This design comes from an exercise in tuning for small area on the open sky130 flow, not from production work. Only simulation tests tie the RTL to the original design; equivalence was not proved. Power figures rest on the tool's default switching activity, not on a simulated workload.

$ cat flow/config.mk
export PLATFORM = sky130hd
export DESIGN_NAME = apollo_top
export DESIGN_NICKNAME = apollo_top
export VERILOG_FILES = /design/flow/design.v
export SDC_FILE = /design/flow/constraint.sdc
export NUM_CORES = 4
export LEC_CHECK = 0
export CAP_MARGIN = 20
export CORE_MARGIN = 2
export CORE_UTILIZATION = 65
export CTS_CLUSTER_DIAMETER = 80
export CTS_CLUSTER_SIZE = 30
export PLACE_DENSITY = 0.8
export SLEW_MARGIN = 20
$ cat flow/constraint.sdc
create_clock -name core_clock -period 20.0 [get_ports {clk}]
set_input_delay 4.0000 -clock core_clock [delete_from_list [all_inputs] [get_ports {clk}]]
set_output_delay 4.0000 -clock core_clock [all_outputs]
set_load 0.01 [all_outputs]
$ cat flow/design.v
module apollo_top(
	input clk,
	input rst_n,
	input rs232_rx,
	output rs232_tx,
	input [7:0] in_ad_data,
	output out_ad_clk,
	output Sftclk,
	output Lchclk,
	output SDout,
	output test1,
	output test2
);
reg [3:0] rxs;
always @(posedge clk or negedge rst_n)
	if (!rst_n) rxs <= 4'd0;
	else rxs <= {rxs[2:0], rs232_rx};
wire rx_neg = rxs[3] & rxs[2] & ~rxs[1] & ~rxs[0];
reg rx_busy, rx_int;
reg [8:0] rx_cnt;
reg [3:0] rx_num;
reg [7:0] rx_data;
wire rx_cnt_end = (rx_cnt == 9'd364);
always @(posedge clk)
	if (rx_busy && !rx_cnt_end) rx_cnt <= {rx_cnt[7:0], ~(rx_cnt[8] ^ rx_cnt[4])};
	else rx_cnt <= 9'd0;
wire rx_bps = (rx_cnt == 9'd155);	 
wire rx_num9 = rx_num[3] & rx_num[0];
always @(posedge clk or negedge rst_n)
	if (!rst_n) rx_busy <= 1'b0;
	else if (!rx_busy && rx_neg) rx_busy <= 1'b1;
	else if (rx_num9 && rx_bps) rx_busy <= 1'b0;
always @(posedge clk or negedge rst_n)
	if (!rst_n) begin
		rx_num <= 4'd0;
		rx_int <= 1'b0;
	end else if (rx_busy && rx_bps) begin
		if (!rx_num9) begin rx_num <= rx_num + 4'd1; rx_int <= 1'b0; end
		else begin rx_num <= 4'd0; rx_int <= 1'b1; end
	end else rx_int <= 1'b0;
always @(posedge clk)
	if (rx_busy && rx_bps && rx_num != 4'd0 && !rx_num9)
		rx_data <= {rs232_rx, rx_data[7:1]};
wire tx_write;
wire [7:0] tx_in;
reg [2:0] tw;
always @(posedge clk or negedge rst_n)
	if (!rst_n) tw <= 3'b111;
	else tw <= {tw[1:0], tx_write};
wire tx_start = tw[1] & ~tw[2];
reg tx_en, txr;
reg [7:0] tx_data;
reg [3:0] tx_num;
reg [8:0] tx_cnt;
wire tx_num11 = tx_num[3] & tx_num[1] & tx_num[0];
always @(posedge clk or negedge rst_n)
	if (!rst_n) tx_en <= 1'b0;
	else if (tx_start) tx_en <= 1'b1;
	else if (tx_num11) tx_en <= 1'b0;
always @(posedge clk)
	if (tx_start) tx_data <= tx_in;
wire tx_cnt_end = (tx_cnt == 9'd364);
always @(posedge clk)
	if (tx_en && !tx_cnt_end) tx_cnt <= {tx_cnt[7:0], ~(tx_cnt[8] ^ tx_cnt[4])};
	else tx_cnt <= 9'd0;
wire tx_bps = (tx_cnt == 9'd155);
always @(posedge clk or negedge rst_n)
	if (!rst_n) begin
		tx_num <= 4'd0;
		txr <= 1'b1;
	end else if (tx_en) begin
		if (tx_bps) begin
			tx_num <= tx_num + 4'd1;
			case (tx_num)
				4'd0: txr <= 1'b0;
				4'd1: txr <= tx_data[0];
				4'd2: txr <= tx_data[1];
				4'd3: txr <= tx_data[2];
				4'd4: txr <= tx_data[3];
				4'd5: txr <= tx_data[4];
				4'd6: txr <= tx_data[5];
				4'd7: txr <= tx_data[6];
				4'd8: txr <= tx_data[7];
				default: txr <= 1'b1;
			endcase
		end else if (tx_num11) tx_num <= 4'd0;
	end
assign rs232_tx = txr;
localparam S_IDLE = 3'd0, S_RESET = 3'd1, S_ON = 3'd2, S_OFF = 3'd3,
           S_STATUS = 3'd4, S_SILENCE = 3'd5, S_RETURN = 3'd6, S_LEVEL = 3'd7;
reg [3:0] cst;
wire [2:0] cs = cst[2:0];
wire in_ret = cst[3];
reg recv_en, ctr_out, recv_rst_r, p1, tx_write_r, txsel, refresh_r;
reg [1:0] txl;
reg [14:0] out_cnt;
reg [7:0] level_r;
reg [1:0] ssel;	 
wire [7:0] scode_r = (ssel == 2'd3) ? level_r : {6'd0, ssel};
always @(posedge clk or negedge rst_n)
	if (!rst_n) begin
		recv_en <= 1'b0; ctr_out <= 1'b0; recv_rst_r <= 1'b1; level_r <= 8'd100;
		p1 <= 1'b0; cst <= {1'b0, S_IDLE}; txl <= 2'd0; txsel <= 1'b0;
		tx_write_r <= 1'b0; refresh_r <= 1'b0;
	end else if (!in_ret) case (cs)
		S_IDLE:
			if (rx_int)
				case (rx_data)
					8'd1: cst <= {1'b0, S_RESET};
					8'd2: cst <= {1'b0, S_ON};
					8'd3: cst <= {1'b0, S_OFF};
					8'd4: cst <= {1'b0, S_STATUS};
					8'd5: cst <= {1'b0, S_SILENCE};
					8'd6: cst <= {1'b0, S_LEVEL};
					default: cst <= {1'b1, S_IDLE};
				endcase
		S_RESET: begin recv_rst_r <= 1'b0; cst <= {1'b1, S_RESET}; end
		S_ON:    begin recv_en <= 1'b1; cst <= {1'b1, S_ON}; end
		S_OFF:   begin recv_en <= 1'b0; cst <= {1'b1, S_OFF}; end
		S_STATUS: begin
			ctr_out <= 1'b1;
			if (out_cnt == 15'd0) tx_write_r <= 1'b0;
			else if (out_cnt == 15'd3) begin txl <= {recv_en, ctr_out}; txsel <= 1'b0; tx_write_r <= 1'b1; end
			else if (out_cnt == 15'd24978) tx_write_r <= 1'b0;
			else if (out_cnt == 15'd19178) begin txsel <= 1'b1; tx_write_r <= 1'b1; end
			else if (out_cnt == 15'd17894) cst <= {1'b1, S_STATUS};
		end
		S_SILENCE:
			if (rx_int) begin p1 <= (rx_data == 8'd1); cst <= {1'b1, S_SILENCE}; end
		S_LEVEL:
			if (rx_int) begin level_r <= rx_data; cst <= {1'b1, S_LEVEL}; end
		default: cst <= {1'b0, S_IDLE};
	endcase else begin
		if (cs == S_RETURN) cst <= {1'b0, S_IDLE};
		else cst <= {1'b1, S_RETURN};
		case (cs)
			S_RESET:   begin recv_rst_r <= 1'b1; refresh_r <= 1'b1; end
			S_ON:      begin refresh_r <= 1'b1; ctr_out <= 1'b1; txl <= recv_en ? 2'd1 : 2'd2; txsel <= 1'b0; tx_write_r <= 1'b1; end
			S_OFF:     begin refresh_r <= 1'b1; ctr_out <= 1'b1; txl <= recv_en ? 2'd2 : 2'd1; txsel <= 1'b0; tx_write_r <= 1'b1; end
			S_STATUS:  begin txl <= recv_en ? 2'd1 : 2'd2; txsel <= 1'b0; tx_write_r <= 1'b1; end
			S_SILENCE: ctr_out <= p1;
			S_LEVEL:   begin refresh_r <= 1'b1; txl <= 2'd1; txsel <= 1'b0; tx_write_r <= 1'b1; end
			S_RETURN:  tx_write_r <= 1'b0;
			default: ;
		endcase
	end
always @(posedge clk)
	if (!in_ret && cs == S_IDLE && rx_int && rx_data == 8'd4) out_cnt <= 15'd0;
	else if (!in_ret && cs == S_STATUS) out_cnt <= {out_cnt[13:0], ~(out_cnt[14] ^ out_cnt[13])};
always @(posedge clk)
	if (!in_ret)
		case (cs)
			S_RESET: ssel <= 2'd0;
			S_ON: ssel <= 2'd1;
			S_OFF: ssel <= 2'd2;
			S_LEVEL: if (rx_int) ssel <= 2'd3;
			default: ;
		endcase
wire [7:0] recv_in;
wire recv_write;
assign tx_in = ctr_out ? (txsel ? level_r : {6'd0, txl}) : recv_in;
assign tx_write = ctr_out ? tx_write_r : recv_write;
wire ce = recv_en;
wire rrst_n = rst_n & recv_rst_r;
reg [3:0] acnt;
reg [7:0] adout;
always @(posedge clk or negedge rrst_n)
	if (!rrst_n) acnt <= 4'd0;
	else if (ce) acnt <= acnt + 4'd1;
always @(posedge clk or negedge rrst_n)
	if (!rrst_n) adout <= 8'd0;
	else if (ce && acnt == 4'd10) adout <= in_ad_data;
assign out_ad_clk = acnt[3];
wire den = (acnt == 4'd11);	 
wire a13 = (acnt == 4'd13);
wire bdata = adout > level_r;
assign test1 = bdata;
reg [4:0] gcnt;
reg g8;
wire g25 = gcnt[4] & gcnt[3] & gcnt[0];
always @(posedge clk or negedge rrst_n)
	if (!rrst_n) begin gcnt <= 5'd0; g8 <= 1'b0; end
	else if (ce) begin
		if (g25) begin g8 <= ~g8; gcnt <= 5'd0; end
		else gcnt <= gcnt + 5'd1;
	end
wire pe = ce & g25 & ~g8;
wire ne = ce & g25 & g8;
wire g11 = (gcnt == 5'd11);
reg [3:0] cdc;
reg clk_low1, nh9, nh7;
reg fb1;	 
wire cd_en = (cdc == 4'd0) & ~fb1;
reg ahead_mid, behind_mid;
wire ahead = ahead_mid & cd_en;
wire behind = behind_mid & cd_en;
wire num8 = ~ahead & ~behind;
wire [3:0] nhm1 = nh9 ? 4'd8 : (nh7 ? 4'd6 : 4'd7);
always @(posedge clk or negedge rrst_n)
	if (!rrst_n) begin cdc <= 4'd0; clk_low1 <= 1'b0; nh9 <= 1'b0; nh7 <= 1'b0; end
	else if (pe) begin
		cdc <= cdc + 4'd1;
		if (cdc == 4'd0) begin clk_low1 <= ~clk_low1; nh9 <= ahead; nh7 <= behind; end
		else if (cdc == 4'd4) clk_low1 <= ~clk_low1;
		else if (cdc == nhm1) cdc <= 4'd0;
	end
reg [3:0] adder, count_num, adder_mid;
reg ama0, ama8;	 
reg add_permit, firstbit;
always @(posedge clk or negedge rrst_n)
	if (!rrst_n) begin
		add_permit <= 1'b0; count_num <= 4'd0; adder <= 4'd0;
		adder_mid <= 4'd4; ama0 <= 1'b0; ama8 <= 1'b0; firstbit <= 1'b0;
	end else if (pe) begin
		if (cd_en && num8) begin
			ama0 <= (adder_mid == 4'd0);
			ama8 <= (adder_mid == 4'd8);
			add_permit <= 1'b1;
			count_num <= count_num + 4'd1;
			firstbit <= bdata;
			adder <= adder + {3'd0, bdata};
		end
		if (!cd_en && add_permit) begin
			if (count_num == 4'd7) begin
				count_num <= 4'd0;
				adder_mid <= adder + {3'd0, bdata};
				adder <= 4'd0;
			end else begin
				count_num <= count_num + 4'd1;
				adder <= adder + {3'd0, bdata};
			end
		end else if (!num8) begin
			add_permit <= 1'b0; count_num <= 4'd0; adder <= 4'd0; adder_mid <= 4'd4; firstbit <= 1'b0;
		end
	end
wire am_lo = (adder_mid != 4'd0) && (adder_mid < 4'd4);
wire am_hi = (adder_mid > 4'd4) && (adder_mid < 4'd8);
wire pd_ahead = (am_lo & ~firstbit) | (am_hi & firstbit)
	| ((adder_mid == 4'd8) & ama0)
	| ((adder_mid == 4'd0) & ama8);
wire pd_behind = (am_lo & firstbit) | (am_hi & ~firstbit);
always @(posedge clk or negedge rrst_n)
	if (!rrst_n) begin ahead_mid <= 1'b0; behind_mid <= 1'b0; end
	else if (ne) begin
		ahead_mid <= cd_en & num8 & pd_ahead;
		behind_mid <= cd_en & num8 & pd_behind;
	end
reg bin;
wire syn_neg = g8 & (gcnt == 5'd0) & (cdc == 4'd1);
wire ben = g8 & (gcnt == 5'd1) & (cdc == 4'd1);
always @(posedge clk)
	if (ce && syn_neg) bin <= bdata;
assign test2 = ben;
reg [12:0] wr, k7, k8;
wire snap = ce & g8 & (gcnt == 5'd9);	 
wire [3:0] nhm2 = nh9 ? 4'd7 : (nh7 ? 4'd5 : 4'd6);
always @(posedge clk)
	if (snap && (cdc == nhm2 || (cdc == 4'd0 && pd_ahead))) k7 <= wr;
always @(posedge clk)
	if (snap && cdc == nhm1) k8 <= wr;
wire [12:0] ksel = (nh7 | nh9) ? k7 : k8;
wire wr_add = ce & a13;
wire wr_sub = ce & ben & ~fb1;
always @(posedge clk or negedge rrst_n)
	if (!rrst_n) begin wr <= 13'd0; fb1 <= 1'b1; end
	else begin
		if (wr_add | wr_sub) wr <= wr + (wr_add ? {5'd0, adout} : ~ksel) + {12'd0, ~wr_add};
		if (ce && ben) fb1 <= 1'b0;
	end
wire [6:0] aver = wr[12:6];
reg [6:0] llv;
reg [7:0] rssi;
always @(posedge clk or negedge rrst_n)
	if (!rrst_n) llv <= 7'd0;
	else if (ce && ben && !bin) llv <= aver;
always @(posedge clk)
	if (ce && ben && bin) rssi <= {1'b0, aver} - {1'b0, llv};
reg [511:0] rring;
reg [5:0] rd;
reg rW, rclr;
wire rwr = rW & (rd == 6'd0);
always @(posedge clk)
	rring <= {rring[503:0], rwr ? rssi : (rclr ? 8'd0 : rring[511:504])};
always @(posedge clk or negedge rrst_n)
	if (!rrst_n) begin rd <= 6'd0; rW <= 1'b0; rclr <= 1'b1; end
	else begin
		if (!rwr) rd <= rd - 6'd1;
		if (rd == 6'd1) rclr <= 1'b0;
		if (rwr) rW <= 1'b0;
		else if (ce && ben && bin) rW <= 1'b1;
	end
reg [43:0] bre;	 
reg [43:0] bro;	 
wire [87:0] bbuf;
genvar gi;
generate for (gi = 0; gi < 44; gi = gi + 1) begin : g_bb
	assign bbuf[2*gi] = bre[gi];
	assign bbuf[2*gi+1] = bro[gi];
end endgenerate
reg [6:0] phc;
reg bW, mflag, bclr;
wire aligned = (phc == 7'd0);
wire bpush = aligned & (bW | (ce & ben));
wire phc_end = phc[6] & phc[4] & phc[2] & phc[1] & phc[0];	 
always @(posedge clk)
	bre <= {bro[42:0], bpush ? bin : (bro[43] & ~bclr)};
always @(posedge clk)
	bro <= bre;
always @(posedge clk or negedge rrst_n)
	if (!rrst_n) begin phc <= 7'd0; bW <= 1'b0; bclr <= 1'b1; end
	else begin
		if (bpush || phc_end) phc <= 7'd0;
		else phc <= phc + 7'd1;
		if (phc_end) bclr <= 1'b0;
		if (bpush) bW <= 1'b0;
		else if (ce && ben) bW <= 1'b1;
	end
always @(posedge clk)
	if (aligned)
		mflag <= ~bclr & bbuf[87] & bbuf[86] & ~bbuf[85] & ~bbuf[84] & ~bbuf[3] & ~bbuf[2] & bbuf[1] & bbuf[0];
reg dpend_f;	 
always @(posedge clk or negedge rrst_n)
	if (!rrst_n) dpend_f <= 1'b0;
	else if (ce) begin
		if (ben && mflag) dpend_f <= 1'b1;
		else if (g11) dpend_f <= 1'b0;
	end
wire fden = dpend_f & g11;
function [7:0] man;
	input [15:0] d;
	integer k;
	begin
		for (k = 0; k < 8; k = k + 1) man[k] = d[2*k+1] & ~d[2*k];
	end
endfunction
reg ts, ts_r;
reg [12:0] ocnt;
reg [3:0] fcnt;
wire tsp = ts & ~ts_r;
wire oc6000 = (ocnt == 13'd1111);
wire oc50 = (ocnt == 13'd315);
wire [12:0] ocnt_nx = {ocnt[11:0], ~(ocnt[12] ^ ocnt[3] ^ ocnt[2] ^ ocnt[0])};
always @(posedge clk or negedge rrst_n)
	if (!rrst_n) begin ts <= 1'b0; ts_r <= 1'b0; end
	else if (ce) begin
		ts_r <= ts;
		if (fden) ts <= 1'b1;
		else if (fcnt[3]) ts <= 1'b0;
	end
always @(posedge clk)
	if (ce) begin
		if (tsp) ocnt <= 13'd0;
		else if (ts) begin
			if (oc6000) ocnt <= 13'd0;
			else ocnt <= ocnt_nx;
		end else ocnt <= 13'd0;
	end
always @(posedge clk or negedge rrst_n)
	if (!rrst_n) fcnt <= 4'd8;
	else if (ce) begin
		if (tsp) fcnt <= 4'd0;
		else if (ts) begin
			if (oc6000) fcnt <= fcnt + 4'd1;
		end else fcnt <= 4'd0;
	end
reg [7:0] f_uh, f_ul, f_zid, f_cnt, f_typ;
reg [14:0] racc;	 
reg spend, sact;
wire sstart = spend & ~rW & (rd == 6'd0);
always @(posedge clk or negedge rrst_n)
	if (!rrst_n) begin spend <= 1'b0; sact <= 1'b0; end
	else begin
		if (ce && tsp) spend <= 1'b1;
		else if (sstart) spend <= 1'b0;
		if (sstart) sact <= 1'b1;
		else if (rd == 6'd1) sact <= 1'b0;
	end
always @(posedge clk)
	if (sstart) racc <= {7'd0, rring[511:504]};
	else if (sact) racc <= racc + {7'd0, rring[511:504]};
wire [7:0] f_rssi = racc[14:7];
reg floadW;
wire fload = floadW & aligned & ~bW;
always @(posedge clk or negedge rrst_n)
	if (!rrst_n) floadW <= 1'b0;
	else if (fload) floadW <= 1'b0;
	else if (ce && tsp) floadW <= 1'b1;
always @(posedge clk)
	if (fload) begin
		f_uh <= man(bbuf[84:69]);
		f_ul <= man(bbuf[68:53]);
		f_zid <= man(bbuf[52:37]);
		f_typ <= man(bbuf[36:21]);
		f_cnt <= man(bbuf[20:5]);
	end
reg [7:0] fb;
always @(*)
	case (fcnt[2:0])
		3'd0: fb = 8'hCA;
		3'd1: fb = f_uh;
		3'd2: fb = f_ul;
		3'd3: fb = f_zid;
		3'd4: fb = f_cnt;
		3'd5: fb = f_typ;
		3'd6: fb = f_rssi;
		default: fb = 8'hFE;
	endcase
reg drdy_r;
always @(posedge clk or negedge rrst_n)
	if (!rrst_n) drdy_r <= 1'b0;
	else if (ce) drdy_r <= ts && oc50;
assign recv_in = fcnt[3] ? 8'd0 : fb;
assign recv_write = drdy_r;
localparam B_IDLE = 3'd0, B_SHIFT = 3'd1, B_WJ = 3'd2, B_JUDGE = 3'd3, B_ADD = 3'd4;
reg [2:0] bst;
reg [3:0] shift_time;
reg [7:0] rb;
reg [1:0] b2;
reg [3:0] b1, b0;
reg [9:0] bcd;
always @(posedge clk or negedge rst_n)
	if (!rst_n) bst <= B_IDLE;
	else case (bst)
		B_IDLE: if ((scode_r != 8'd0) && refresh_r) bst <= B_SHIFT;
		B_SHIFT: bst <= B_WJ;
		B_WJ: bst <= cdone ? B_IDLE : B_JUDGE;
		B_JUDGE: bst <= (ge1 | ge0) ? B_ADD : B_SHIFT;
		B_ADD: bst <= B_SHIFT;
		default: bst <= B_IDLE;
	endcase
wire early = shift_time[3] & (shift_time[1] | shift_time[0]);	 
wire cdone = (shift_time == 4'd0);	 
wire ge1 = (b1 >= 4'd5);
wire ge0 = (b0 >= 4'd5);
always @(posedge clk)
	case (bst)
		B_IDLE: begin shift_time <= 4'd10; rb <= scode_r; b2 <= 2'd0; b1 <= 4'd0; b0 <= 4'd0; end
		B_SHIFT: begin
			{b2, b1, b0} <= {b2[0], b1, b0, early ? 1'b0 : rb[shift_time[2:0] - 3'd1]};
			shift_time <= shift_time - 4'd1;
		end
		B_ADD: begin
			if (ge1) b1 <= b1 + 4'd3;
			if (ge0) b0 <= b0 + 4'd3;
		end
		default: ;
	endcase
always @(posedge clk or negedge rst_n)
	if (!rst_n) bcd <= 10'd0;
	else if (bst == B_WJ && cdone) bcd <= {b2, b1, b0};
reg db;	 
reg [5:0] dq;
reg lch;
reg [1:0] dpy_n;
reg [3:0] dig;
wire dq_end = db ? (dq[5] & dq[3]) : (dq[5] & dq[2] & dq[0]);	 
always @(posedge clk or negedge rst_n)
	if (!rst_n) begin db <= 1'b1; dq <= 6'd36; end
	else if (dq_end) begin db <= ~db; dq <= 6'd0; end
	else dq <= dq + 6'd1;
always @(posedge clk or negedge rst_n)
	if (!rst_n) lch <= 1'b0;
	else if (db && dq == 6'd35) lch <= 1'b1;
	else if (db && dq == 6'd39) lch <= 1'b0;
always @(posedge clk or negedge rst_n)
	if (!rst_n) dpy_n <= 2'd0;
	else if (db && dq == 6'd36 && lch) dpy_n <= dpy_n + 2'd1;
always @(posedge clk or negedge rst_n)
	if (!rst_n) dig <= 4'd0;
	else if (!db && dq == 6'd34)
		case (dpy_n)
			2'd0: dig <= bcd[3:0];
			2'd1: dig <= bcd[7:4];
			2'd2: dig <= {2'd0, bcd[9:8]};
			default: dig <= 4'd0;
		endcase
reg [7:0] seg;
always @(*)
	case (dig)
		4'd0: seg = 8'b1100_0000;
		4'd1: seg = 8'b1111_1001;
		4'd2: seg = 8'b1010_0100;
		4'd3: seg = 8'b1011_0000;
		4'd4: seg = 8'b1001_1001;
		4'd5: seg = 8'b1001_0010;
		4'd6: seg = 8'b1000_0010;
		4'd7: seg = 8'b1111_1000;
		4'd8: seg = 8'b1000_0000;
		default: seg = 8'b1001_0000;
	endcase
reg [2:0] bi;	 
always @(*)
	case (dq[5:2])
		4'd0, 4'd1: bi = 3'd7;
		4'd2: bi = 3'd6;
		4'd3: bi = 3'd5;
		4'd4: bi = 3'd4;
		4'd5: bi = 3'd3;
		4'd6: bi = 3'd2;
		4'd7: bi = 3'd1;
		default: bi = 3'd0;
	endcase
wire [7:0] sel_byte = {4'd0, dpy_n == 2'd0, dpy_n == 2'd1, dpy_n == 2'd2, dpy_n == 2'd3};
assign Sftclk = (dq[1] ^ dq[0]) & (dq[5:2] != 4'd0) & (dq[5:2] != 4'd9);
assign Lchclk = lch;
assign SDout = db ? seg[bi] : sel_byte[bi];
endmodule
$ cat flow/run.sh
#!/bin/bash
# synth_recipe.tcl (not shown) runs the flow's synth.tcl, then flattens the netlist and writes it again
# the make line also repeats each setting of config.mk as NAME=value (left out here)
make -C /OpenROAD-flow-scripts/flow DESIGN_CONFIG=/design/flow/config.mk WORK_HOME=/design/flow/orfs CLKGATE_MAP_FILE= SYNTH_SCRIPT=/design/flow/synth_recipe.tcl finish
==> results of run 1 <==
cell type report:
cell class / count / share of cell area
tap: 592 / 0.0240
sequential: 935 / 0.678
clock inverter: 12 / 0.00577
timing repair buffer: 32 / 0.00901
multi-input combinational: 1097 / 0.239
antenna: 2 / 0.000162
inverter: 84 / 0.0102
clock buffer: 52 / 0.0339
final timing paths:
kind / slack (ns) / start / end / cells past startpoint
worst max-delay path: 12.12 / dq[2]$_DFF_PN1_ / SDout / 9
worst max register to register: 16.30 / recv_en$_DFFE_PN0P_ / wr[12]$_DFFE_PN0P_ / 15
max in group asynchronous: 15.29 / rst_n / ama0$_DFFE_PN0P_ / 3
min in group asynchronous: 0.47 / recv_rst_r$_DFFE_PN1P_ / rd[2]$_DFFE_PN0N_ / 1
worst min register to register: 0.33 / rring[212]$_DFF_P_ / rring[220]$_DFF_P_ / 0
worst min-delay path: 0.33 / rring[212]$_DFF_P_ / rring[220]$_DFF_P_ / 0
layout by cell type (no fill, tap or decap), types with 22 or more instances in the layout:
cell type and count:
dfxtp_1 640, nor3_1 22, nand2_1 145, edfxtp_1 137, dfrtp_1 142, nor2_1 129
and2_1 31, inv_1 83, a21oi_1 70, nand3_1 33, xnor2_1 30, mux2i_1 24
nor2b_1 59, mux2_2 39, xor2_1 28, clkbuf_16 40, o21ai_0 104, ha_1 85
metrics by stage:
| step | hold slack [ns] | setup slack [ns] | instances | total power [W] | util |
|---|---|---|---|---|---|
| global route | 0.336 | 11.96 | 2804 | 0.00300 | 0.701 |
| floorplan | 0.310 | 13.16 | 2168 | 0.00198 | - |
| CTS | 0.330 | 12.14 | 2804 | 0.00293 | 0.701 |
| global placement | 0.310 | 12.93 | 2740 | 0.00199 | 0.673 |
| finish | 0.330 | 12.12 | 2806 | 0.00291 | 0.701 |
| detailed placement | 0.312 | 12.80 | 2740 | 0.00199 | 0.673 |
worst max-delay path: cells and delay by family, from the launching register on:
kind	cells	cell delay [ns]
multiplexers	1	0.41
adder cells (fa/ha/maj)	1	0.21
AO/OA/AOI/OAI	3	1.18
AND/OR/NAND/NOR	2	0.23
flip-flops	1	0.64
buffers and inverters	2	0.62
where the power goes:
| group | switching (W) | internal, W |
|---|---|---|
| clock network | 0.000567 | 0.000400 |
| registers | 0.00000848 | 0.00191 |
| logic | 0.00000953 | 0.0000125 |
| total | 0.000585 | 0.00233 |
sequential cells by signal, indices dropped and copies added, names as in the netlist, 15 cells and up, named ones only:
signal / flops
racc: 15
bre: 44
out_cnt: 15
rring: 512
bro: 44
cells by family (layout without fill, tap and decap cells):
group | after synthesis | count (layout) | share of synthesized area
other cells | 0 | 2 | 0
mux | 65 | 65 | 0.0252
flops | 935 | 935 | 0.727
fa+ha+maj | 89 | 89 | 0.0398
compound gates | 325 | 325 | 0.0720
simple gates | 560 | 560 | 0.101
xor+xnor | 58 | 58 | 0.0177
buf+inv | 136 | 180 | 0.0179
per-layer routing:
layer  part of all wire  up-vias
met5            0.00054        -
met2               0.46      337
li1                   -     7513
met3              0.045       94
met1               0.46     7470
met4              0.031        4
==> metrics.md, run 1 <==
| Metric | Value |
|---|---|
| Crit start category | `register` |
| Root buf cell | `clkbuf_16` |
| # hold bufs at CTS | `0` |
| CTS Buf Count | `39` |
| DR vias | `15418` |
| Fin crit share | `0.394` |
| P&R area growth vs syn | `7.18%` |
| Dpl hpwl | `31.5 mm` |
| CP Class | `reg -> out` |
| GP Congestion | `0.907` |
| Layout cell share with drive strength beyond 1 | `0.0642` |
| Synth cell count leaders | `dfxtp_1, nand2_1, dfrtp_1, edfxtp_1, nor2_1` |
| Final wirelength | `48.4 mm` |
| Max Cap Viol | `0` |
| Max clock buf depth | `3` |
| Postcts setup bufs | `0` |
| Seq/Total Area, Yosys | `0.727` |
| CTS tree | `yes` |
| Die width | `214 um` |
| CTS resizes | `0` |
| Async set-reset flop share out of synthesis | `0.169` |
| Mapped Cells | `2168` |
| # setup viols final | `0` |
| Nets | `2289` |
| Busiest metal layer after global routing | `met2` |
| Register area | `0.0209 mm2` |
| Synthesized Nets | `2268` |
| Area of the multi-input gates | `0.00735 mm2` |
| Most common cell in the synthesized netlist | `dfxtp_1` |
| Area after DPL | `0.0296 mm2` |
| Core area | `0.0439 mm2` |
| Post-route DRC | `0` |
| EDFF count, synth | `137` |
| Tmin final | `7.88 ns` |
| Syn Std Cell Area | `0.0288 mm2` |
| Fmax | `127 MHz` |
| Initial drt markers | `1334` |
| Global-route wire length before repair | `79.3 mm` |
| M3 GR Usage | `0.0390` |
| Post-DR vias/cell | `5.49` |
| CP Max Fanout | `10` |
| Synth Flop Type | `dfxtp_1` |
| Die H | `214 um` |
| Drt pass-1 iters | `5` |
| Routing usage on met2 | `0.346` |
| Clock Latency Late Sink | `0.61 ns` |
| PD cells | `94.5 mW/mm2` |
| Design Area, Final | `0.0308 mm2` |
| P_leak | `12.3 nW` |
| Number of global-route vias before repair | `15526` |
| Top Ports | `18` |
| Clock transition at the registers of the reported paths | `0.10 ns` |
| Worst EP required | `16.00 ns` |
| Overflow after GRT | `0` |
| Synth warnings | `1` |
| Crit end category | `output pin` |
| Fillers | `2989` |
| FP Rows | `77` |
| Crit-path max cell delay | `0.64 ns` |
| Flops & latches, synth | `935` |
| Starting Density | `0.654` |
| RSZ-0062 raised after global routing | `false` |
| Avg Cell Area, Syn | `13.3 um2` |
| Clock Skews | `0.0176 ns` |
| Hold Crit Class | `reg -> reg` |
| GRT Total Usage | `0.213` |
| H-tree depth | `2` |
| Worst slew pin tran | `0.941 ns` |
| Final Slew Violations | `0` |
| Largest area contributor in the netlist | `dfxtp_1` |
| Setup tns final | `0 ns` |
| Status | `complete, no violations` |
| Met1 Usage GRT | `0.292` |
| Synth unique cells | `75` |
| Antenna violations before repair | `3` |
| Final ANT Viol Nets | `0` |
| Relative slew slack | `0.365` |
| Clk sinks | `935` |
| DR WL/cell | `17.3 um` |
| CP Cell Sequence | `inv_1 -> ha_1 -> nor2b_1 -> a211oi_2 -> mux2_2 -> a211oi_1 -> nor4b_1 -> a211o_1 -> clkdlybuf4s50_1` |
| Largest net degree at the start of global routing | `74` |
| Area contributors post-synth | `dfxtp_1, edfxtp_1, dfrtp_1` |
| Worst Path Arrival | `3.88 ns` |
| Max rail drop VDD | `0.0657 mV` |
| Hold Vio Cnt, Final | `0` |
| Synth top area share | `0.446` |
| Die area | `0.0459 mm2` |
| Port Buffer Count | `17` |
| Critical path's slowest cell | `dfstp_2` |
==> inputs of run 2 (changes only) <==
==> flow/flow/run.sh (new file) <==
#!/bin/bash
set -e
export BUFFER_PORTS_ARGS="-buffer_cell sky130_fd_sc_hd__buf_1"
export CTS_ARGS="-sink_clustering_enable -repair_clock_nets -sink_clustering_size 30 -sink_clustering_max_diameter 80 -dont_use_dummy_load"
bash standard.sh > standard.log 2>&1
==> flow/standard.sh (new file) <==
#!/bin/bash
# synth_recipe.tcl (not shown) runs the flow's synth.tcl, then flattens the netlist and writes it again
# the make line also repeats each setting of config.mk as NAME=value (left out here)
make -C /OpenROAD-flow-scripts/flow DESIGN_CONFIG=/design/flow/config.mk WORK_HOME=/design/flow/orfs CLKGATE_MAP_FILE= SYNTH_SCRIPT=/design/flow/synth_recipe.tcl "${@:-finish}"
removed: flow/run.sh
==> metrics.md, run 2 <==
| Metric | Value |
|---|---|
| Status | `complete, no violations` |
| Tmin final | `7.39 ns` |
| Largest net degree at the start of global routing | `70` |
| Area share of xor/xnor cells in the synthesized design | `0.0177` |
| Drt pass-1 iters | `5` |
| # hold bufs at CTS | `0` |
| Fmax | `135 MHz` |
| Synth warnings | `1` |
| Core area | `0.0439 mm2` |
| Commonest non-fill, non-tap cell in the layout | `dfxtp_1` |
| Layout cell share with drive strength beyond 1 | `0.0590` |
| Port Buffer Count | `17` |
| Final wirelength | `48.1 mm` |
| # setup viols final | `0` |
| Post-route DRC | `0` |
| Worst slew pin tran | `0.884 ns` |
| Synth Flop Type | `dfxtp_1` |
| Post-DR vias/cell | `5.52` |
| DP Cell Count | `2739` |
| Avg Cell Area, Syn | `13.3 um2` |
| Global-route wire length before repair | `79.1 mm` |
| Flops & latches, synth | `935` |
| CP Max Fanout | `10` |
| Hold Crit Class | `reg -> reg` |
| CTS tree | `yes` |
| Most common cell in the synthesized netlist | `dfxtp_1` |
| Antenna violations before repair | `0` |
| Nets | `2289` |
| Clock Skews | `0.0969 ns` |
| Postcts setup bufs | `0` |
| Final Slew Violations | `0` |
| Area after DPL | `0.0295 mm2` |
| Non-filler cells, final | `2780` |
| Pre-CTS WS | `13.14 ns` |
| P_leak | `12.2 nW` |
| Max reg flops | `512` |
| Synth Area in Compound Gates | `0.0720` |
| Design Area, Final | `0.0305 mm2` |
| Adder-Cell Fraction of Synth Area | `0.0398` |
| Synth unique cells | `75` |
| Clock Latency Late Sink | `0.61 ns` |
| Largest family of logic cells by synthesized area | `simple AND/OR/NAND/NOR gates` |
| Initial drt markers | `1181` |
| Mapped Cells | `2168` |
| Die H | `214 um` |
| Layout Utilization | `0.694` |
| Die width | `214 um` |
| Synthesized Nets | `2268` |
| Root buf cell | `clkbuf_16` |
| Largest area contributor in the netlist | `dfxtp_1` |
| Top Ports | `18` |
| GP Congestion | `0.908` |
| Max rail drop VDD | `0.0722 mV` |
| Max Cap Viol | `0` |
| Fillers | `3008` |
| Number of global-route vias before repair | `15467` |
| Worst Path Arrival | `3.39 ns` |
| Dpl hpwl | `31.5 mm` |
| GRT Total Usage | `0.213` |
| Worst reg-to-reg path cell count | `15` |
| Synth Area in Simple Gates | `0.101` |
| Hold Vio Cnt, Final | `0` |
| DR vias | `15341` |
| Setup tns final | `0 ns` |
| H-tree depth | `2` |
| WHS Path Cells | `0` |
| Starting Density | `0.654` |
| Worst EP required | `16.00 ns` |
| CP Class | `reg -> out` |
| Commonest non-fill, non-tap cells in the layout | `dfxtp_1, nand2_1, dfrtp_1, edfxtp_1, nor2_1` |
| Synth cell count leaders | `dfxtp_1, nand2_1, dfrtp_1, edfxtp_1, nor2_1` |
| Top Registers | `rring (512), bre (44), bro (44)` |
| DR WL/cell | `17.3 um` |
| Synth top area share | `0.446` |
| Die area | `0.0459 mm2` |
| CTS resizes | `0` |
| CTS Buf Count | `40` |
| Crit start category | `register` |
| Seq/Total Area, Yosys | `0.727` |
| PD cells | `92.7 mW/mm2` |
| RSZ-0062 raised after global routing | `false` |
| Area contributors post-synth | `dfxtp_1, edfxtp_1, dfrtp_1` |
| Syn Std Cell Area | `0.0288 mm2` |
| P&R area growth vs syn | `6.02%` |
| Clk sinks | `935` |
| Final ANT Viol Nets | `0` |
| FP Rows | `77` |
| Crit end category | `output pin` |
| Slack of the critical path | `12.61 ns` |
| Async set-reset flop share out of synthesis | `0.169` |
| Relative slew slack | `0.408` |
| Mux contribution to synthesized area | `0.0252` |
| Overflow after GRT | `0` |
| EDFF count, synth | `137` |
| Clock transition at the registers of the reported paths | `0.11 ns` |
| Reg with most FFs | `rring` |
| Fin crit share | `0.370` |
| Max clock buf depth | `3` |
run 2: cell counts after synthesis:
Identical to the previous run, type by type.
run 2: worst paths after layout:
path / slack, ns / start / to
max in group asynchronous: 14.87 / rst_n / phc[0]$_DFF_PN0_
setup reg to reg: 16.32 / recv_en$_DFFE_PN0P_ / wr[12]$_DFFE_PN0P_
hold / removal: 0.28 / rring[335]$_DFF_P_ / rring[343]$_DFF_P_
hold reg to reg: 0.28 / rring[335]$_DFF_P_ / rring[343]$_DFF_P_
min in group asynchronous: 0.41 / recv_rst_r$_DFFE_PN1P_ / drdy_r$_DFFE_PN0P_
setup / recovery: 12.61 / dq[2]$_DFF_PN1_ / SDout
run 2: critical path, cell delays in order, from the launching register on:
cell,delay [ns]
dfstp_2,0.63
inv_1,0.12
ha_1,0.21
nor2b_1,0.14
a211oi_2,0.56
mux2_2,0.40
a211oi_1,0.27
nor4b_1,0.09
a211o_1,0.31
buf_1,0.14
run 2: where the power goes:
group	total (W)	switching, W	internal, W
registers	0.00192	0.00000831	0.00191
clock network	0.000880	0.000520	0.000361
logic	0.0000215	0.0000102	0.0000113
total	0.00282	0.000538	0.00229
run 2: cell type report:
class | instances | area, um2 | share of cell area
antenna | 1 | 2.50 | 0.0000821
tap | 592 | 741 | 0.0243
timing repair buffer | 31 | 170 | 0.00558
clock buffer | 40 | 1000 | 0.0328
inverter | 84 | 315 | 0.0103
sequential | 935 | 20900 | 0.686
multi-input combinational | 1097 | 7350 | 0.241
run 2: cells by family (layout without fill, tap and decap cells):
group | Yosys count | in the layout
AO/OA/AOI/OAI | 325 | 325
XOR/XNOR | 58 | 58
adder cells (fa/ha/maj) | 89 | 89
buffers and inverters | 136 | 155
flip-flops | 935 | 935
multiplexers | 65 | 65
other | 0 | 1
AND/OR/NAND/NOR | 560 | 560
run 2: metal layers:
metal | routed length (um) | track usage | vias to the layer above
li1 | - | - | 7470
met1 | 22100 | 0.294 | 7525
met2 | 22800 | 0.350 | 257
met3 | 1700 | 0.0312 | 89
met4 | 1480 | 0.0694 | 0
met5 | 0 | 0 | -
run 2: stage by stage:
step / hold WS [ns] / power [W]
global route: 0.292 / 0.00292
global placement: 0.309 / 0.00198
detailed placement: 0.312 / 0.00199
CTS: 0.281 / 0.00285
floorplan: 0.310 / 0.00198
finish: 0.280 / 0.00282
==> inputs of run 3 (changes only) <==
--- a/flow/design.v
+++ b/flow/design.v
@@ -190,3 +190,3 @@
 reg [3:0] cdc;
-reg clk_low1, nh9, nh7;
+reg nh9, nh7;
 reg fb1;	 
@@ -199,7 +199,6 @@
 always @(posedge clk or negedge rrst_n)
-	if (!rrst_n) begin cdc <= 4'd0; clk_low1 <= 1'b0; nh9 <= 1'b0; nh7 <= 1'b0; end
+	if (!rrst_n) begin cdc <= 4'd0; nh9 <= 1'b0; nh7 <= 1'b0; end
 	else if (pe) begin
 		cdc <= cdc + 4'd1;
-		if (cdc == 4'd0) begin clk_low1 <= ~clk_low1; nh9 <= ahead; nh7 <= behind; end
-		else if (cdc == 4'd4) clk_low1 <= ~clk_low1;
+		if (cdc == 4'd0) begin nh9 <= ahead; nh7 <= behind; end
 		else if (cdc == nhm1) cdc <= 4'd0;
@@ -420,2 +419,6 @@
 reg [9:0] bcd;
+wire early = shift_time[3] & (shift_time[1] | shift_time[0]);	 
+wire cdone = (shift_time == 4'd0);	 
+wire ge1 = (b1 >= 4'd5);
+wire ge0 = (b0 >= 4'd5);
 always @(posedge clk or negedge rst_n)
@@ -430,6 +433,2 @@
 	endcase
-wire early = shift_time[3] & (shift_time[1] | shift_time[0]);	 
-wire cdone = (shift_time == 4'd0);	 
-wire ge1 = (b1 >= 4'd5);
-wire ge0 = (b0 >= 4'd5);
 always @(posedge clk)
==> metrics.md, run 3 <==
| Metric | Value |
|---|---|
| Antenna Cells | `0` |
| Relative slew slack | `0.340` |
| Commonest non-fill, non-tap cell in the layout | `dfxtp_1` |
| Power Total | `0.00282 W` |
| Number of global-route vias before repair | `15487` |
| Setup tns final | `0 ns` |
| Starting Density | `0.654` |
| Synthesized Nets | `2259` |
| Largest net degree at the start of global routing | `69` |
| Clk sinks | `935` |
| Clock Latency Late Sink | `0.60 ns` |
| CTS resizes | `0` |
| Max rail drop VDD | `0.0642 mV` |
| Final ANT Viol Nets | `0` |
| DR vias | `15166` |
| Commonest non-fill, non-tap cells in the layout | `dfxtp_1, nand2_1, dfrtp_1, edfxtp_1, nor2_1` |
| Final wirelength | `46.8 mm` |
| H-tree depth | `2` |
| Worst Path Arrival | `2.78 ns` |
| Hold Vio Cnt, Final | `0` |
| Clock transition at the registers of the reported paths | `0.10 ns` |
| Die width | `214 um` |
| Fmax | `147 MHz` |
| Overflow after GRT | `0` |
| Max Cap Viol | `0` |
| Synth Area in Simple Gates | `0.0998` |
| Core area | `0.0439 mm2` |
| # hold bufs at CTS | `0` |
| Tmin final | `6.78 ns` |
| Crit end category | `output pin` |
| Largest area contributor in the netlist | `dfxtp_1` |
| Synth warnings | `1` |
| Reg with most FFs | `rring` |
| Largest family of logic cells by synthesized area | `simple AND/OR/NAND/NOR gates` |
| Root buf cell | `clkbuf_16` |
| GRT Total Usage | `0.208` |
| FP Rows | `77` |
| CTS Buf Count | `39` |
| Adder-Cell Fraction of Synth Area | `0.0397` |
| P_leak | `12.1 nW` |
| Area contributors post-synth | `dfxtp_1, edfxtp_1, dfrtp_1` |
| Global-route wire length before repair | `78.0 mm` |
| Area share of xor/xnor cells in the synthesized design | `0.0198` |
| CP Class | `reg -> out` |
| Worst slew pin tran | `0.989 ns` |
| Synth unique cells | `93` |
| Synth cell count leaders | `dfxtp_1, nand2_1, dfrtp_1, edfxtp_1, nor2_1` |
| EDFF count, synth | `137` |
| GP Congestion | `0.862` |
| Syn Std Cell Area | `0.0287 mm2` |
| Fillers | `2977` |
| Antenna violations before repair | `0` |
| Final Slew Violations | `0` |
| P&R area growth vs syn | `5.75%` |
| DR WL/cell | `16.9 um` |
| RSZ-0062 raised after global routing | `false` |
| Clock Skews | `0.0696 ns` |
| Top Registers | `rring (512), bre (44), bro (44)` |
| Die area | `0.0459 mm2` |
| Max clock buf depth | `3` |
| Seq/Total Area, Yosys | `0.727` |
| Die H | `214 um` |
| Post-route DRC | `0` |
| Most common cell in the synthesized netlist | `dfxtp_1` |
| Crit start category | `register` |
| Postcts setup bufs | `0` |
| Initial drt markers | `1280` |
| Worst EP required | `16.00 ns` |
| Drt pass-1 iters | `5` |
| Nets | `2278` |
| Mapped Cells | `2160` |
| CP Max Fanout | `4` |
| Status | `complete, no violations` |
| # setup viols final | `0` |
| Mux contribution to synthesized area | `0.0185` |
| Flops & latches, synth | `935` |
| Synth top area share | `0.446` |
| Hold Crit Class | `reg -> reg` |
| Synth Flop Type | `dfxtp_1` |
| Top Ports | `18` |
| Avg Cell Area, Syn | `13.3 um2` |
| Post-DR vias/cell | `5.48` |
| Async set-reset flop share out of synthesis | `0.169` |
| Dpl hpwl | `30.4 mm` |
| Fin crit share | `0.339` |
| Synth Area in Compound Gates | `0.0768` |
| Max reg flops | `512` |
| Port Buffer Count | `17` |
| CTS tree | `yes` |
| PD cells | `92.6 mW/mm2` |
| Layout cell share with drive strength beyond 1 | `0.0593` |
-- run 3: cell types whose count changed in the layout (fill, tap and decap cells not counted), moves of 11 or more --
| cell | change |
|---|---|
| nor2_1 | -31 |
| mux2_1 | +11 |
| mux2i_1 | -18 |
| nand2_1 | +40 |
| o21ai_0 | -42 |
| a21oi_1 | +13 |
| mux2_2 | -12 |
| o21ai_1 | +43 |
-- run 3: through the flow --
stage	hold slack [ns]	instance area (um2)	utilization	setup WS (ns)	std cells
5_1_grt	0.266	30400	0.692	13.05	2769
2_1_floorplan	0.310	28700	-	13.16	2160
3_3_place_gp	0.310	29400	0.669	13.88	2730
6_report	0.264	30400	0.692	13.22	2769
3_5_place_dp	0.312	29400	0.670	13.85	2730
4_1_cts	0.258	30400	0.692	13.22	2769
-- run 3: path summary, 6_finish.rpt --
check                                       start                    to  slack [ns]  cells after the start
setup / recovery           level_r[5]$_DFFE_PN1P_                 test1       13.22                      6
hold / removal                 rring[409]$_DFF_P_    rring[417]$_DFF_P_        0.26                      0
setup reg to reg              recv_en$_DFFE_PN0P_    wr[12]$_DFFE_PN0P_       16.32                     14
hold reg to reg                rring[409]$_DFF_P_    rring[417]$_DFF_P_        0.26                      0
max in group asynchronous                   rst_n  adder[0]$_DFFE_PN0P_       14.56                      4
min in group asynchronous  recv_rst_r$_DFFE_PN1P_  adout[4]$_DFFE_PN0P_        0.59                      1
-- run 3: layout make-up --
type	count	area, um2	area share
sequential	935	20900	0.688
multi-input combinational	1094	7340	0.241
timing repair buffer	26	133	0.00436
clock buffer	39	976	0.0321
tap	592	741	0.0244
inverter	83	312	0.0102
-- run 3: critical path: stages, from the launching register on --
cell and delay (ns):
dfstp_2 0.57, inv_1 0.06, ha_1 0.32, nand4_1 0.15, nor2_1 0.06, o31ai_1 0.79
buf_1 0.22
-- run 3: metal layers --
layer	up-vias	GRT usage	wire length, um
li1	7419	-	-
met1	7319	0.282	21100
met2	338	0.342	22200
met3	90	0.0374	2160
met4	0	0.0681	1340
met5	-	0	0
-- run 3: where the power goes --
group          internal, W  leakage, nW  total (W)  switching [W]
Clock             0.000352        0.481   0.000873       0.000520
Combinational    0.0000111         3.23  0.0000216      0.0000105
Sequential         0.00191         8.44    0.00192     0.00000795
-- run 3: cell families (layout without fill, tap and decap cells) --
family / count (synthesis) / after routing
AND/OR/NAND/NOR: 550 / 550
multiplexers: 46 / 46
buffers and inverters: 131 / 148
XOR/XNOR: 65 / 65
AO/OA/AOI/OAI: 344 / 344
flip-flops: 935 / 935
adder cells (fa/ha/maj): 89 / 89
==> inputs of run 4 (changes only) <==
--- a/flow/design.v
+++ b/flow/design.v
@@ -270,3 +270,3 @@
 reg [6:0] llv;
-reg [7:0] rssi;
+reg [6:0] asnap;	 
 always @(posedge clk or negedge rrst_n)
@@ -275,3 +275,4 @@
 always @(posedge clk)
-	if (ce && ben && bin) rssi <= {1'b0, aver} - {1'b0, llv};
+	if (ce && ben && bin) asnap <= aver;
+wire [7:0] rssi = {1'b0, asnap} - {1'b0, llv};
 reg [511:0] rring;
@@ -302,3 +303,3 @@
 wire bpush = aligned & (bW | (ce & ben));
-wire phc_end = phc[6] & phc[4] & phc[2] & phc[1] & phc[0];	 
+wire phc_end = (phc == 7'd16);	 
 always @(posedge clk)
@@ -311,3 +312,3 @@
 		if (bpush || phc_end) phc <= 7'd0;
-		else phc <= phc + 7'd1;
+		else phc <= {phc[5:0], ~(phc[6] ^ phc[5])};
 		if (phc_end) bclr <= 1'b0;
@@ -406,8 +407,4 @@
 	endcase
-reg drdy_r;
-always @(posedge clk or negedge rrst_n)
-	if (!rrst_n) drdy_r <= 1'b0;
-	else if (ce) drdy_r <= ts && oc50;
 assign recv_in = fcnt[3] ? 8'd0 : fb;
-assign recv_write = drdy_r;
+assign recv_write = ts & (ocnt == 13'd631);	 
 localparam B_IDLE = 3'd0, B_SHIFT = 3'd1, B_WJ = 3'd2, B_JUDGE = 3'd3, B_ADD = 3'd4;
==> metrics.md, run 4 <==
| Metric | Value |
|---|---|
| Status | `complete, no violations` |
| CTS Buf Count | `39` |
| Hold Vio Cnt, Final | `0` |
| Overflow after GRT | `0` |
| Mapped Cells | `2151` |
| CTS resizes | `0` |
| DP Cell Count | `2706` |
| Reg with most FFs | `rring` |
| H-tree depth | `2` |
| PD cells | `92.9 mW/mm2` |
| CP Cell Sequence | `inv_1 -> ha_1 -> nor2b_1 -> a211oi_2 -> mux2_2 -> a211o_1 -> nand3_1 -> nand3_1 -> buf_1` |
| Synth warnings | `1` |
| Dpl hpwl | `30.0 mm` |
| Worst slew pin tran | `0.902 ns` |
| Flops & latches, synth | `933` |
| P&R area growth vs syn | `5.69%` |
| Commonest non-fill, non-tap cell in the layout | `dfxtp_1` |
| Worst path depth | `9` |
| EDFF count, synth | `136` |
| Post-route DRC | `0` |
| Net Switching | `0.000536 W` |
| CTS tree | `yes` |
| Crit end category | `output pin` |
| Synthesized Nets | `2248` |
| Design Area, Final | `0.0303 mm2` |
| GP Congestion | `0.845` |
| Die H | `214 um` |
| Routed length on met2 | `22.0 mm` |
| Root buf cell | `clkbuf_16` |
| Sw Ratio | `0.191` |
| Area after DPL | `0.0293 mm2` |
| DR vias | `15175` |
| Initial drt markers | `1114` |
| Clock Skews | `0.0650 ns` |
| Delay-heaviest family, CP | `compound AO/OA/AOI/OAI gates` |
| Start of the worst register-to-register path | `acnt[1]$_DFFE_PN0P_` |
| Synth top area share | `0.448` |
| Highest Signal Layer | `met4` |
| Starting Density | `0.662` |
| GRT Total Usage | `0.210` |
| Core area | `0.0433 mm2` |
| Synth cell count leaders | `dfxtp_1, nand2_1, dfrtp_1, edfxtp_1, o21ai_0` |
| R2R setup slack | `16.56 ns` |
| Layout cell share with drive strength beyond 1 | `0.0648` |
| Syn Std Cell Area | `0.0286 mm2` |
| Area contributors post-synth | `dfxtp_1, edfxtp_1, dfrtp_1` |
| Max rail drop VDD | `0.0859 mV` |
| Die width | `214 um` |
| Die area | `0.0457 mm2` |
| Fin crit share | `0.360` |
| RSZ-0062 raised after global routing | `false` |
| Routed wl met3 | `1.89 mm` |
| FP Rows | `76` |
| Synth Flop Type | `dfxtp_1` |
| Clk network pwr share | `0.310` |
| Reg-to-reg endpoint | `wr[12]$_DFFE_PN0P_` |
| Hold Crit Class | `reg -> reg` |
| Max clock buf depth | `3` |
| Clock Latency Late Sink | `0.60 ns` |
| Final wirelength | `46.3 mm` |
| Fmax | `139 MHz` |
| WP buf/inv | `2` |
| Crit start category | `register` |
| CP Max Fanout | `8` |
| # setup viols final | `0` |
| Crit-path max cell delay | `0.61 ns` |
| Largest net degree at the start of global routing | `69` |
| Critical path origin | `dq[2]$_DFF_PN1_` |
| Final ANT Viol Nets | `0` |
| Final Slew Violations | `0` |
| Comb pwr share | `0.007` |
| Met1 Wirelength | `21.4 mm` |
| Register share of total power | `0.683` |
| Internal power | `0.00227 W` |
| CP Class | `reg -> out` |
| Nets | `2259` |
| Antenna violations before repair | `0` |
| Non-filler cells, final | `2745` |
| Worst reg-to-reg path cell count | `15` |
| # hold bufs at CTS | `0` |
| Drt pass-1 iters | `5` |
| Max reg flops | `512` |
| Top Registers | `rring (512), bre (44), bro (44)` |
| DR WL/cell | `16.9 um` |
| Worst Path Arrival | `3.20 ns` |
| Synth unique cells | `80` |
| Post-DR vias/cell | `5.53` |
| Most common cell in the synthesized netlist | `dfxtp_1` |
| Number of global-route vias before repair | `15413` |
| Top Ports | `18` |
| Largest area contributor in the netlist | `dfxtp_1` |
| Antenna Cells | `0` |
| Global-route wire length before repair | `76.8 mm` |
| Critical path's slowest cell | `dfstp_2` |
| Crit path top cell by count | `nand3_1` |
| Capture point of the worst path | `SDout` |
| Worst EP required | `16.00 ns` |
| Max Cap Viol | `0` |
| Clock transition at the registers of the reported paths | `0.10 ns` |
| Port Buffer Count | `17` |
| Tmin final | `7.20 ns` |
| P_leak | `12.0 nW` |
| Seq/Total Area, Yosys | `0.728` |
| Async set-reset flop share out of synthesis | `0.168` |
| Postcts setup bufs | `0` |
| Commonest non-fill, non-tap cells in the layout | `dfxtp_1, nand2_1, dfrtp_1, edfxtp_1, o21ai_0` |
| Avg Cell Area, Syn | `13.3 um2` |
| Clk sinks | `933` |
| Relative slew slack | `0.393` |
| Setup tns final | `0 ns` |
-- run 4: kinds of logic after synthesis --
logic type	share of synthesized area
compound gates	0.0755
flops	0.728
fa+ha+maj	0.0386
mux	0.0247
buf+inv	0.0193
xor+xnor	0.0171
simple gates	0.0965
-- run 4: power by group through the flow --
stage | combinational, W | clock (W) | sequential (W)
6_report | 0.0000208 | 0.000871 | 0.00192
5_1_grt | 0.0000240 | 0.000957 | 0.00192
4_1_cts | 0.0000214 | 0.000897 | 0.00192
3_5_place_dp | 0.0000213 | 0 | 0.00196
3_3_place_gp | 0.0000200 | 0 | 0.00196
2_1_floorplan | 0.0000143 | 0 | 0.00196
-- run 4: worst min-delay path by stage --
| stage | from | end | slack (ns) | cells past startpoint |
|---|---|---|---|---|
| floorplan | bre[2]$_DFF_P_ | bro[2]$_DFF_P_ | 0.31 | 0 |
| global placement | rring[81]$_DFF_P_ | rring[89]$_DFF_P_ | 0.31 | 0 |
| detailed placement | rring[162]$_DFF_P_ | rring[170]$_DFF_P_ | 0.31 | 0 |
| CTS | rring[232]$_DFF_P_ | rring[240]$_DFF_P_ | 0.30 | 0 |
| global route | rring[248]$_DFF_P_ | rring[256]$_DFF_P_ | 0.30 | 0 |
| finish | rring[232]$_DFF_P_ | rring[240]$_DFF_P_ | 0.29 | 0 |
-- run 4: metrics by stage --
step	total power [W]	util	setup slack, ns	hold WS [ns]
2_1_floorplan	0.00197	-	13.20	0.310
3_3_place_gp	0.00198	0.676	13.48	0.310
3_5_place_dp	0.00198	0.676	13.40	0.312
4_1_cts	0.00284	0.699	12.77	0.299
5_1_grt	0.00290	0.699	12.66	0.301
6_report	0.00281	0.699	12.80	0.294
-- run 4: layout make-up --
| type | count | area (um2) |
|---|---|---|
| inverters | 79 | 297 |
| fillers | 2895 | 13000 |
| clock buffers | 39 | 976 |
| well taps | 585 | 732 |
| flip-flops and latches | 933 | 20800 |
| repair buffers | 27 | 140 |
| multi-input cells | 1082 | 7260 |
-- run 4: routing by layer --
layer  global-route usage  up-vias
li1                     -     7366
met1                0.295     7434
met2                0.345      304
met3               0.0287       71
met4               0.0654        0
met5                    0        -
==> inputs of run 5 (changes only) <==
==> flow/flow/run.sh (replaced) <==
#!/bin/bash
set -e
export BUFFER_PORTS_ARGS="-buffer_cell sky130_fd_sc_hd__buf_1"
export CTS_ARGS="-sink_clustering_enable -repair_clock_nets -sink_clustering_size 30 -sink_clustering_max_diameter 80 -dont_use_dummy_load -root_buf sky130_fd_sc_hd__clkbuf_4 -tree_buf sky130_fd_sc_hd__clkbuf_4 -sink_clustering_buffer sky130_fd_sc_hd__clkbuf_16"
bash standard.sh > standard.log 2>&1
==> metrics.md, run 5 <==
| Metric | Value |
|---|---|
| Status | `complete, no violations` |
| Max Cap Viol | `0` |
| Max clock buf depth | `3` |
| Fillers | `2888` |
| Worst slew pin tran | `0.930 ns` |
| Overflow after GRT | `0` |
| Clock Skews | `0.142 ns` |
| DR WL/cell | `16.8 um` |
| CTS resizes | `0` |
| Async set-reset flop share out of synthesis | `0.168` |
| Die area | `0.0457 mm2` |
| Critical path origin | `dq[2]$_DFF_PN1_` |
| P&R area growth vs syn | `5.39%` |
| CTS Buf Count | `39` |
| Tmin final | `7.48 ns` |
| Synth warnings | `1` |
| Layout cell share with drive strength beyond 1 | `0.0648` |
| Antenna violations before repair | `1` |
| Die H | `214 um` |
| Syn Std Cell Area | `0.0286 mm2` |
| Worst reg-to-reg path cell count | `15` |
| Worst EP required | `16.00 ns` |
| Clk sinks | `933` |
| Largest area contributor in the netlist | `dfxtp_1` |
| Fmax | `134 MHz` |
| Reg-to-reg endpoint | `wr[12]$_DFFE_PN0P_` |
| Final wirelength | `46.1 mm` |
| Capture point of the worst path | `SDout` |
| Final ANT Viol Nets | `0` |
| CTS tree | `yes` |
| Seq/Total Area, Yosys | `0.728` |
| Synth top area share | `0.448` |
| Setup tns final | `0 ns` |
| Postcts setup bufs | `0` |
| Nets | `2259` |
| Post-DR vias/cell | `5.55` |
| Crit end category | `output pin` |
| Port Buffer Count | `17` |
| H-tree depth | `2` |
| Largest net degree at the start of global routing | `69` |
| Fin crit share | `0.374` |
| Register area | `0.0208 mm2` |
| RSZ-0062 raised after global routing | `false` |
| Area contributors post-synth | `dfxtp_1, edfxtp_1, dfrtp_1` |
| Relative slew slack | `0.375` |
| CP Class | `reg -> out` |
| Start of the worst register-to-register path | `acnt[1]$_DFFE_PN0P_` |
| Starting Density | `0.662` |
| Worst Path Arrival | `3.48 ns` |
| Hold Vio Cnt, Final | `0` |
| Drt pass-1 iters | `9` |
| R2R setup slack | `16.62 ns` |
| Mapped Cells | `2151` |
| Dpl hpwl | `30.0 mm` |
| Synthesized Nets | `2248` |
| Most common cell in the synthesized netlist | `dfxtp_1` |
| Area after DPL | `0.0293 mm2` |
| Commonest non-fill, non-tap cell in the layout | `dfxtp_1` |
| Synth cell count leaders | `dfxtp_1, nand2_1, dfrtp_1, edfxtp_1, o21ai_0` |
| P_leak | `12.0 nW` |
| Area of the multi-input gates | `0.00726 mm2` |
| Max reg flops | `512` |
| Core area | `0.0433 mm2` |
| Synth unique cells | `80` |
| Clock Latency Late Sink | `0.93 ns` |
| Crit start category | `register` |
| # setup viols final | `0` |
| Synth Flop Type | `dfxtp_1` |
| Initial drt markers | `1149` |
| # hold bufs at CTS | `0` |
| CP Max Fanout | `8` |
| Hold Crit Class | `reg -> reg` |
| Design Area, Final | `0.0302 mm2` |
| FP Rows | `76` |
| Global-route wire length before repair | `76.7 mm` |
| Commonest non-fill, non-tap cells in the layout | `dfxtp_1, nand2_1, dfrtp_1, edfxtp_1, o21ai_0` |
| Reg with most FFs | `rring` |
| Die width | `214 um` |
| PD cells | `91.6 mW/mm2` |
| Number of global-route vias before repair | `15395` |
| Final Slew Violations | `0` |
| EDFF count, synth | `136` |
| Flops & latches, synth | `933` |
| Post-route DRC | `0` |
| GRT Total Usage | `0.210` |
| Top Registers | `rring (512), bre (44), bro (44)` |
| Clock transition at the registers of the reported paths | `0.11 ns` |
| Avg Cell Area, Syn | `13.3 um2` |
| GP Congestion | `0.845` |
| Max rail drop VDD | `0.0853 mV` |
| Root buf cell | `clkbuf_4` |
| DR vias | `15246` |
| Top Ports | `18` |
run 5: logic make-up (layout without fill, tap and decap cells):
family,count (synthesis),after routing,synth area share
AOI/OAI and AO/OA,341,341,0.0755
xor gates and xnor gates,56,56,0.0171
adders and majority gates,86,86,0.0386
buffers and inverters,136,145,0.0193
DFF,933,933,0.728
muxes,62,62,0.0247
other,0,1,0
and+or+nand+nor,537,537,0.0965
run 5: stage by stage:
stage          cells  setup slack [ns]  hold WS (ns)   util  power (W)
6_report        2746             12.52         0.252  0.697    0.00276
5_1_grt         2746             12.34         0.248  0.697    0.00285
4_1_cts         2745             12.43         0.237  0.697    0.00279
3_5_place_dp    2706             13.40         0.312  0.676    0.00198
3_3_place_gp    2706             13.48         0.310  0.676    0.00198
2_1_floorplan   2151             13.20         0.310      -    0.00197
run 5: worst max-delay path: stages, from the launching register on:
cell	delay, ns
dfstp_2	0.61
inv_1	0.12
ha_1	0.21
nor2b_1	0.13
a211oi_2	0.54
mux2_2	0.40
a211o_1	0.29
nand3_1	0.08
nand3_1	0.09
buf_1	0.14
run 5: final cells by class:
cell class | instances | share of cell area
Antenna cell | 1 | 0.0000830
Sequential cell | 933 | 0.691
Multi-Input combinational cell | 1082 | 0.241
Timing Repair Buffer | 27 | 0.00465
Tap cell | 585 | 0.0243
Clock buffer | 39 | 0.0294
Inverter | 79 | 0.00983
run 5: worst min path at each step:
stage / startpoint / endpoint / cells past startpoint
6_report: bre[43]$_DFF_P_ / bro[43]$_DFF_P_ / 0
5_1_grt: bre[43]$_DFF_P_ / bro[43]$_DFF_P_ / 0
4_1_cts: bre[43]$_DFF_P_ / bro[43]$_DFF_P_ / 0
3_5_place_dp: rring[162]$_DFF_P_ / rring[170]$_DFF_P_ / 0
3_3_place_gp: rring[81]$_DFF_P_ / rring[89]$_DFF_P_ / 0
2_1_floorplan: bre[2]$_DFF_P_ / bro[2]$_DFF_P_ / 0
run 5: routing by layer:
layer / vias up / track usage / wire, um
li1: 7371 / - / -
met1: 7472 / 0.295 / 21300
met2: 322 / 0.344 / 21800
met3: 81 / 0.0271 / 1970
met4: 0 / 0.0663 / 1080
met5: - / 0 / 0
run 5: where the power goes:
group	switching (W)	internal [W]	total (W)
registers	0.00000806	0.00191	0.00192
clock network	0.000513	0.000311	0.000824
logic	0.00000965	0.0000111	0.0000207
total	0.000530	0.00223	0.00276

==> separate check: timing with driven ports <==
The results above use ideal ports. As a check the final layouts listed here were re-extracted and re-timed, cells and wires unchanged.
Step 1 sets driving cells, clkbuf_16 on the clock port and buf_2 on the other inputs (assumed; they add their load-dependent delay and slew).
Step 2 moves the port delays by t, midway between the first and last clock arrival at a register: inputs arrive t later, outputs are due t later. That takes back most of the time a late clock gives input paths.
Three values: ideal ports, drivers, drivers and shift; two values: the first two.
run | shift t [ns] | setup slack, ns | latest minus earliest clock arrival (ns)
run 1 | 0.652 | 12.121 / 12.065 / 12.717 | 0.026 / 0.026
run 2 | 0.617 | 12.609 / 12.555 / 13.172 | 0.097 / 0.097
run 3 | 0.627 | 13.220 / 13.164 / 13.791 | 0.074 / 0.074
run 4 | 0.625 | 12.803 / 12.742 / 13.367 | 0.080 / 0.081
run 5 | 0.907 | 12.515 / 12.457 / 13.364 | 0.158 / 0.159
After both steps setup and hold are still met in every run listed.
